This design comes from an exercise in tuning for small area on the open sky130 flow, not from production work. At most, simulation tests tie the RTL to the original design; equivalence was not proved. No driver is modelled on the clock port, so clocking that relies on it looks cheaper here than on a real chip. Power figures rest on the tool's default switching activity, not on a simulated workload.

v14:
==> flow/design.v <==
module top(
    input clk,
    input rst,
    input start,
    output reg tx,
    input rx,
    output [7:0] rxdata,
    output rdone
    );
 localparam [13:0] CI = 14'b01010101010101;    
 localparam [13:0] CT = 14'd5349;
 localparam [13:0] CM = 14'b11111101111101;
 reg [13:0] cp;
 wire [13:0] cs = cp ^ CI;
 wire bitDone = ((cs & CM) == (CT & CM));
 reg [3:0] b;
 wire idle = b[3] & b[1];
 reg F;
 always @(*) begin
  case (b)
   4'd1, 4'd7, 4'd9, 4'd10: F = 1'b1;
   default: F = 1'b0;
  endcase
 end
 always @(posedge clk) begin
  if (rst | idle) cp <= 14'd0 ^ CI;
  else if (bitDone) cp <= 14'd1 ^ CI;
  else cp <= {cs[12:0], ~(cs[13] ^ cs[0])} ^ CI;
  if (rst) b <= 4'd10;
  else if (idle) b <= start ? 4'd0 : 4'd10;
  else if (bitDone) b <= b + 1'b1;
  tx <= rst | F;
 end
 localparam [12:0] RI = 13'b1010101010101;
 localparam [12:0] RR = 13'b0111001010011;
 localparam [12:0] RT = 13'b0100100000000;
 localparam [12:0] RM = 13'b0111001110111;
 reg [12:0] rp;
 wire [12:0] rs = rp ^ RI;
 wire rtc = ((rs & RM) == (RT & RM));
 reg [3:0] ri;
 reg ph;
 reg [7:0] rxd;
 assign rxdata = rxd;
 wire ridle = ri[3] & ri[0];
 assign rdone = ri[3] & ~ri[1] & ri[0];
 wire step = ph & (rtc | ri[3]);    
 always @(posedge clk) begin
  if (rst | ~ph) rp <= RR ^ RI;
  else rp <= {rs[11:0], rs[12] ^ rs[0]} ^ RI;
  if (rst) begin ri <= 4'd11; ph <= 1'b0; end
  else if (ridle) begin ri <= rx ? 4'd11 : 4'd0; ph <= 1'b0; end
  else if (~ph) ph <= bitDone;
  else if (step) begin ri <= ri + 1'b1; ph <= 1'b0; end
  if (rst) rxd <= 8'h00;
  else if (ph & rtc) rxd <= {rx, rxd[7:1]};
 end
endmodule
clock: 10.0 ns
lec_check: 0
cap_margin: 20
core_margin: 2
core_utilization: 40
slew_margin: 20
standard.sh (not shown) runs the stock make flow with config.mk's settings and CLKGATE_MAP_FILE= SYNTH_SCRIPT=/design/flow/synth_recipe.tcl, a recipe that flattens the netlist after the stock synthesis.
==> flow/flow/run.sh <==
#!/bin/bash
# Own layout flow:
#  1. the standard synthesis (standard.sh, unchanged);
#  2. an area re-mapping of its combinational logic with ABC (flip-flops keep
#     their instances, names and cell types);
#  3. the standard layout, with buf_1 port buffers and a small clock
#     distribution (port -> one root buffer -> K leaf buffers) instead of
#     the H-tree; CTS is then left with nothing to do.
# Each tool's output goes to its own log file here.
set -euo pipefail
HERE=$PWD
R=$HERE/orfs/results/$FLOW_PLATFORM/top/base
LIB=$FLOW_HOME/platforms/sky130hd/lib/sky130_fd_sc_hd__tt_025C_1v80.lib
bash standard.sh $R/1_2_yosys.v > synth.log 2>&1
cp $R/1_2_yosys.v $HERE/standard_synth.v
DONTUSE=""
for c in $(grep -o "sky130_fd_sc_hd__lpflow_[a-z0-9_]*\|sky130_fd_sc_hd__probe[a-z0-9_]*" $FLOW_HOME/platforms/sky130hd/config.mk); do DONTUSE="$DONTUSE -dont_use $c"; done
LIB=$LIB IN_V=$HERE/standard_synth.v OUT_V=$R/1_2_yosys.v DONTUSE="$DONTUSE" ABC_SCRIPT=$HERE/flow/area.abc \
  yosys -c $HERE/flow/remap.tcl > remap.log 2>&1
export BUFFER_PORTS_ARGS="-buffer_cell sky130_fd_sc_hd__buf_1"
export KBUF_ROOT=sky130_fd_sc_hd__clkbuf_2
export KBUF_CELL=${KBUF_CELL:-sky130_fd_sc_hd__clkbuf_8}
export KBUF_N=${KBUF_N:-3}
export PRE_CTS_TCL=$HERE/flow/clock_buffers.tcl
export CTS_ARGS="-clk_nets clk"
bash standard.sh finish > layout.log 2>&1
Other scripts of this flow, unchanged in this note and not shown: flow/flow/area.abc, flow/flow/clock_buffers.tcl, flow/flow/remap.tcl
[inputs] v33 vs v14
--- a/flow/design.v
+++ b/flow/design.v
@@ -16,11 +16,5 @@
  reg [3:0] b;
  wire idle = b[3] & b[1];
- reg F;
- always @(*) begin
-  case (b)
-   4'd1, 4'd7, 4'd9, 4'd10: F = 1'b1;
-   default: F = 1'b0;
-  endcase
- end
+ wire F = b[3] ? (b[1] | b[0]) : (b[0] & ~(b[1] ^ b[2]));
  always @(posedge clk) begin
   if (rst | idle) cp <= 14'd0 ^ CI;
@@ -29,5 +23,5 @@
   if (rst) b <= 4'd10;
   else if (idle) b <= start ? 4'd0 : 4'd10;
-  else if (bitDone) b <= b + 1'b1;
+  else if (bitDone) b <= {b[3] | (b[2] & b[1] & b[0]), b[2] ^ (b[1] & b[0]), b[1] ^ b[0], ~b[0]};
   tx <= rst | F;
  end
Findings:
Relative to v14, the die area measured on v33 has decreased slightly. Between v14 and v33, the largest net degree at the start of global routing is higher for v14. Re total number of cells along the worst setup path: no difference whatsoever between v33 and v14. On number of fill cells, v14 and v33 are basically level. Compared with v14, v33 shows a lower count of inverters not on the clock network in the layout. Comparing the two runs side by side, v33 comes out ahead of v14 on final period demand of the worst path. v14 was routed with more vias than v33. Comparing v14 and v33, the lower wire length on met1 was measured on v33. Per the comparison of v33 with v14, HPWL reported at the end of detailed placement fell about 6%, wire length shows a reduction of 140 microns, layout overhead on the synthesized area about even, power barely changed.


== build 95 ==
RTL: the design.v shown in full above, as it stands there.
==> flow/config.mk <==
export PLATFORM = sky130hd
export DESIGN_NAME = top
export DESIGN_NICKNAME = top
export VERILOG_FILES = /design/flow/design.v
export SDC_FILE = /design/flow/constraint.sdc
export NUM_CORES = 4
export LEC_CHECK = 0
export CAP_MARGIN = 20
export CORE_MARGIN = 2
export CORE_UTILIZATION = 40
export SLEW_MARGIN = 20
==> flow/constraint.sdc <==
create_clock -name core_clock -period 10.0 [get_ports {clk}]
set_input_delay 2.0000 -clock core_clock [delete_from_list [all_inputs] [get_ports {clk}]]
set_output_delay 2.0000 -clock core_clock [all_outputs]
set_load 0.01 [all_outputs]
Scripts as last shown in full above: flow/flow/run.sh
Other scripts of this flow, unchanged in this note and not shown: flow/flow/area.abc, flow/flow/clock_buffers.tcl, flow/flow/remap.tcl
> inputs changed (build 95 -> build 84)
==> flow/design.v <==
module top(
    input clk,
    input rst,
    input start,
    output reg tx,
    input rx,
    output [7:0] rxdata,
    output rdone
    );
 localparam [13:0] CI = 14'b01010101010101;    
 localparam [13:0] CT = 14'd5349;
 localparam [13:0] CM = 14'b11111101111101;
 reg [13:0] cp;
 wire [13:0] cs = cp ^ CI;
 wire bitDone = ((cs & CM) == (CT & CM));
 reg [3:0] b;
 wire idle = b[3] & b[1];
 reg F;
 always @(*) begin
  case (b)
   4'd1, 4'd7, 4'd9, 4'd10: F = 1'b1;
   default: F = 1'b0;
  endcase
 end
 always @(posedge clk) begin
  if (rst | idle) cp <= 14'd0 ^ CI;
  else if (bitDone) cp <= 14'd1 ^ CI;
  else cp <= {cs[12:0], ~(cs[13] ^ cs[0])} ^ CI;
  if (rst) b <= 4'd10;
  else if (idle) b <= start ? 4'd0 : 4'd10;
  else if (bitDone) b <= b + 1'b1;
  tx <= rst | F;
 end
 localparam [12:0] RI = 13'b1010101010101;
 localparam [12:0] RR = 13'b0111001010011;
 localparam [12:0] RT = 13'b0100100000000;
 localparam [12:0] RM = 13'b0111001110111;
 reg [12:0] rp;
 wire [12:0] rs = rp ^ RI;
 wire rtc = ((rs & RM) == (RT & RM));
 reg [3:0] ri;
 reg ph;
 reg [7:0] rxd;
 assign rxdata = rxd;
 wire ridle = (ri == 4'd0) | (ri == 4'd11);
 wire last = (ri == 4'd10);
 assign rdone = (ri == 4'd11);
 always @(posedge clk) begin
  if (rst | ~ph) rp <= RR ^ RI;
  else rp <= {rs[11:0], rs[12] ^ rs[0]} ^ RI;
  if (rst) begin ri <= 4'd0; ph <= 1'b0; end
  else if (ridle) begin ri <= rx ? 4'd0 : 4'd1; ph <= 1'b0; end
  else if (~ph) begin if (bitDone) begin ri <= ri + 1'b1; ph <= 1'b1; end end
  else if (last) begin ri <= 4'd11; ph <= 1'b0; end
  else if (rtc) ph <= 1'b0;
  if (rst) rxd <= 8'h00;
  else if (ph & rtc) rxd <= {rx, rxd[7:1]};
 end
endmodule
Notes after the runs:
Start point of the critical path = ri[1]: build 84; start point of the critical path = ri[0]: build 95. Build 84 vs build 95: power dissipated by switching net loads up in build 84. Summary of the comparison: measured slew at the worst slew-check pin is higher in build 84, relative to build 95. Route | build 84 vs build 95 | wire longer in build 84. In the metrics for build 95 and build 84, the one carrying the lower post-route clock period utilization is build 95. Diff build 95 -> build 84: number of nets produced by synthesis +5.3%, final cell area excluding filler cells +about 3.5%, via count +83.
The RTL of build 84 was laid out without a check of its function.


top with an RTL version that a note above also has.
For scale: ~130 cells after synthesis, ~14 I/O pins, ~1400 µm² of cells after synthesis.
## top
module top(
    input clk,
    input rst,
    input start,
    output reg tx,
    input rx,
    output [7:0] rxdata,
    output rdone
    );
==> module top, before the edit <==
module top(
    input clk,
    input rst,
    input start,
    output reg tx,
    input rx,
    output [7:0] rxdata,
    output rdone
    );
 localparam [13:0] CI = 14'b01010101010101;    
 localparam [13:0] CT = 14'd5349;
 localparam [13:0] CM = 14'b11111101111101;
 reg [13:0] cp;
 wire [13:0] cs = cp ^ CI;
 wire bitDone = ((cs & CM) == (CT & CM));
 reg [3:0] b;
 wire idle = b[3] & b[1];
 wire F = b[3] ? (b[1] | b[0]) : (b[0] & ~(b[1] ^ b[2]));
 always @(posedge clk) begin
  if (rst | idle) cp <= 14'd0 ^ CI;
  else if (bitDone) cp <= 14'd1 ^ CI;
  else cp <= {cs[12:0], ~(cs[13] ^ cs[0])} ^ CI;
  if (rst) b <= 4'd10;
  else if (idle) b <= start ? 4'd0 : 4'd10;
  else if (bitDone) b <= {b[3] | (b[2] & b[1] & b[0]), b[2] ^ (b[1] & b[0]), b[1] ^ b[0], ~b[0]};
  tx <= rst | F;
 end
 localparam [12:0] RI = 13'b1010101010101;
 localparam [12:0] RR = 13'b0111001010011;
 localparam [12:0] RT = 13'b0100100000000;
 localparam [12:0] RM = 13'b0111001110111;
 reg [12:0] rp;
 wire [12:0] rs = rp ^ RI;
 wire rtc = ((rs & RM) == (RT & RM));
 reg [3:0] ri;
 reg ph;
 reg [7:0] rxd;
 assign rxdata = rxd;
 wire ridle = ri[3] & ri[0];
 assign rdone = ri[3] & ~ri[1] & ri[0];
 wire step = ph & (rtc | ri[3]);    
 always @(posedge clk) begin
  if (rst | ~ph) rp <= RR ^ RI;
  else rp <= {rs[11:0], rs[12] ^ rs[0]} ^ RI;
  if (rst) begin ri <= 4'd11; ph <= 1'b0; end
  else if (ridle) begin ri <= rx ? 4'd11 : 4'd0; ph <= 1'b0; end
  else if (~ph) ph <= bitDone;
  else if (step) begin ri <= ri + 1'b1; ph <= 1'b0; end
  if (rst) rxd <= 8'h00;
  else if (ph & rtc) rxd <= {rx, rxd[7:1]};
 end
endmodule
==> flow/config.mk <==
export PLATFORM = sky130hd
export DESIGN_NAME = top
export DESIGN_NICKNAME = top
export VERILOG_FILES = /design/flow/design.v
export SDC_FILE = /design/flow/constraint.sdc
export NUM_CORES = 4
export LEC_CHECK = 0
export CAP_MARGIN = 20
export CORE_MARGIN = 2
export CORE_UTILIZATION = 40
export GPL_TIMING_DRIVEN = 0
export SLEW_MARGIN = 20
==> flow/constraint.sdc <==
create_clock -name core_clock -period 10.0 [get_ports {clk}]
set_input_delay 2.0000 -clock core_clock [delete_from_list [all_inputs] [get_ports {clk}]]
set_output_delay 2.0000 -clock core_clock [all_outputs]
set_load 0.01 [all_outputs]
==> flow/flow/run.sh <==
#!/bin/bash
# Own layout flow:
#  1. the standard synthesis (standard.sh, unchanged);
#  2. an area re-mapping of its combinational logic with ABC (flip-flops keep
#     their instances, names and cell types);
#  3. the standard layout, with buf_1 port buffers and a small clock
#     distribution (port -> one root buffer -> K leaf buffers) instead of
#     the H-tree; CTS is then left with nothing to do.
# Each tool's output goes to its own log file here.
set -euo pipefail
HERE=$PWD
R=$HERE/orfs/results/$FLOW_PLATFORM/top/base
LIB=$FLOW_HOME/platforms/sky130hd/lib/sky130_fd_sc_hd__tt_025C_1v80.lib
bash standard.sh $R/1_2_yosys.v > synth.log 2>&1
cp $R/1_2_yosys.v $HERE/standard_synth.v
DONTUSE=""
for c in $(grep -o "sky130_fd_sc_hd__lpflow_[a-z0-9_]*\|sky130_fd_sc_hd__probe[a-z0-9_]*" $FLOW_HOME/platforms/sky130hd/config.mk); do DONTUSE="$DONTUSE -dont_use $c"; done
LIB=$LIB IN_V=$HERE/standard_synth.v OUT_V=$R/1_2_yosys.v DONTUSE="$DONTUSE" ABC_SCRIPT=$HERE/flow/area.abc \
  yosys -c $HERE/flow/remap.tcl > remap.log 2>&1
export BUFFER_PORTS_ARGS="-buffer_cell sky130_fd_sc_hd__buf_1"
export KBUF_ROOT=sky130_fd_sc_hd__clkbuf_1
export KBUF_CELL=${KBUF_CELL:-sky130_fd_sc_hd__clkbuf_8}
export KBUF_N=${KBUF_N:-3}
export PRE_CTS_TCL=$HERE/flow/clock_buffers.tcl
export CTS_ARGS="-clk_nets clk"
bash standard.sh finish > layout.log 2>&1
Other scripts of this flow, unchanged in this note and not shown: flow/flow/area.abc, flow/flow/clock_buffers.tcl, flow/flow/remap.tcl
Next try:
--- a/flow/design.v
+++ b/flow/design.v
@@ -18,13 +18,16 @@
  wire F = b[3] ? (b[1] | b[0]) : (b[0] & ~(b[1] ^ b[2]));
  always @(posedge clk) begin
   if (rst | idle) cp <= 14'd0 ^ CI;
   else if (bitDone) cp <= 14'd1 ^ CI;
   else cp <= {cs[12:0], ~(cs[13] ^ cs[0])} ^ CI;
   if (rst) b <= 4'd10;
-  else if (idle) b <= start ? 4'd0 : 4'd10;
+  else if (idle) begin
+    if (start == 1'b1) b <= 4'd0;    
+    else b <= 4'd10;
+  end
   else if (bitDone) b <= {b[3] | (b[2] & b[1] & b[0]), b[2] ^ (b[1] & b[0]), b[1] ^ b[0], ~b[0]};
   tx <= rst | F;
  end
  localparam [12:0] RI = 13'b1010101010101;
  localparam [12:0] RR = 13'b0111001010011;
  localparam [12:0] RT = 13'b0100100000000;
@@ -40,13 +43,17 @@
  assign rdone = ri[3] & ~ri[1] & ri[0];
  wire step = ph & (rtc | ri[3]);    
  always @(posedge clk) begin
   if (rst | ~ph) rp <= RR ^ RI;
   else rp <= {rs[11:0], rs[12] ^ rs[0]} ^ RI;
   if (rst) begin ri <= 4'd11; ph <= 1'b0; end
-  else if (ridle) begin ri <= rx ? 4'd11 : 4'd0; ph <= 1'b0; end
+  else if (ridle) begin
+    if (rx == 1'b0) ri <= 4'd0;    
+    else ri <= 4'd11;
+    ph <= 1'b0;
+  end
   else if (~ph) ph <= bitDone;
   else if (step) begin ri <= ri + 1'b1; ph <= 1'b0; end
   if (rst) rxd <= 8'h00;
   else if (ph & rtc) rxd <= {rx, rxd[7:1]};
  end
 endmodule
After rerunning:
- global-route usage grows by 0.71 points
- setup slack gets worse by 0.17 ns
- clock power hardly moves
- sequential share of layout area drops by 0.44 points
- die area went up by 0.79%
- cell area is higher by 0.74%
- maximum frequency goes down by 4.4%

separate check: timing with driven ports:
Ports are ideal in the flow. The routed layouts listed here were re-timed in OpenROAD. Step 1, drivers: a clkbuf_16 drives clk and a buf_2 each remaining input, both assumed. Step 2 times the ports against the registers' clock, not the clock port: input delays grow and output delays shrink by t, the midpoint of the rising clock arrivals with the driver on. Three values: no drivers, after step 1, after step 2; two values: the first two.
run | t, ns | setup WS [ns] | hold slack, ns | worst register clock-pin slew, ns
v14 | 0.372 | 6.026 / 6.028 / 5.656 | 0.343 / 0.343 / 0.343 | 0.10 / 0.10
v33 | 0.349 | 6.717 / 6.721 / 6.373 | 0.371 / 0.371 / 0.371 | 0.09 / 0.09
build 95 | 0.354 | 6.774 / 6.753 / 6.749 | 0.377 / 0.377 / 0.377 | 0.11 / 0.11
build 84 | 0.385 | 6.610 / 6.587 / 6.703 | 0.369 / 0.369 / 0.369 | 0.10 / 0.10
the first run of note 3 | 0.447 | 6.444 / 6.448 / 6.002 | 0.364 / 0.364 / 0.364 | 0.10 / 0.10
the second run of note 3 | 0.478 | 6.279 / 6.283 / 5.805 | 0.350 / 0.350 / 0.350 | 0.10 / 0.10
After both steps every run listed still meets setup and hold. The setup slack of the second run of note 3, which loses most, moves by +0.004 ns with the drivers and by -0.474 ns with both steps.
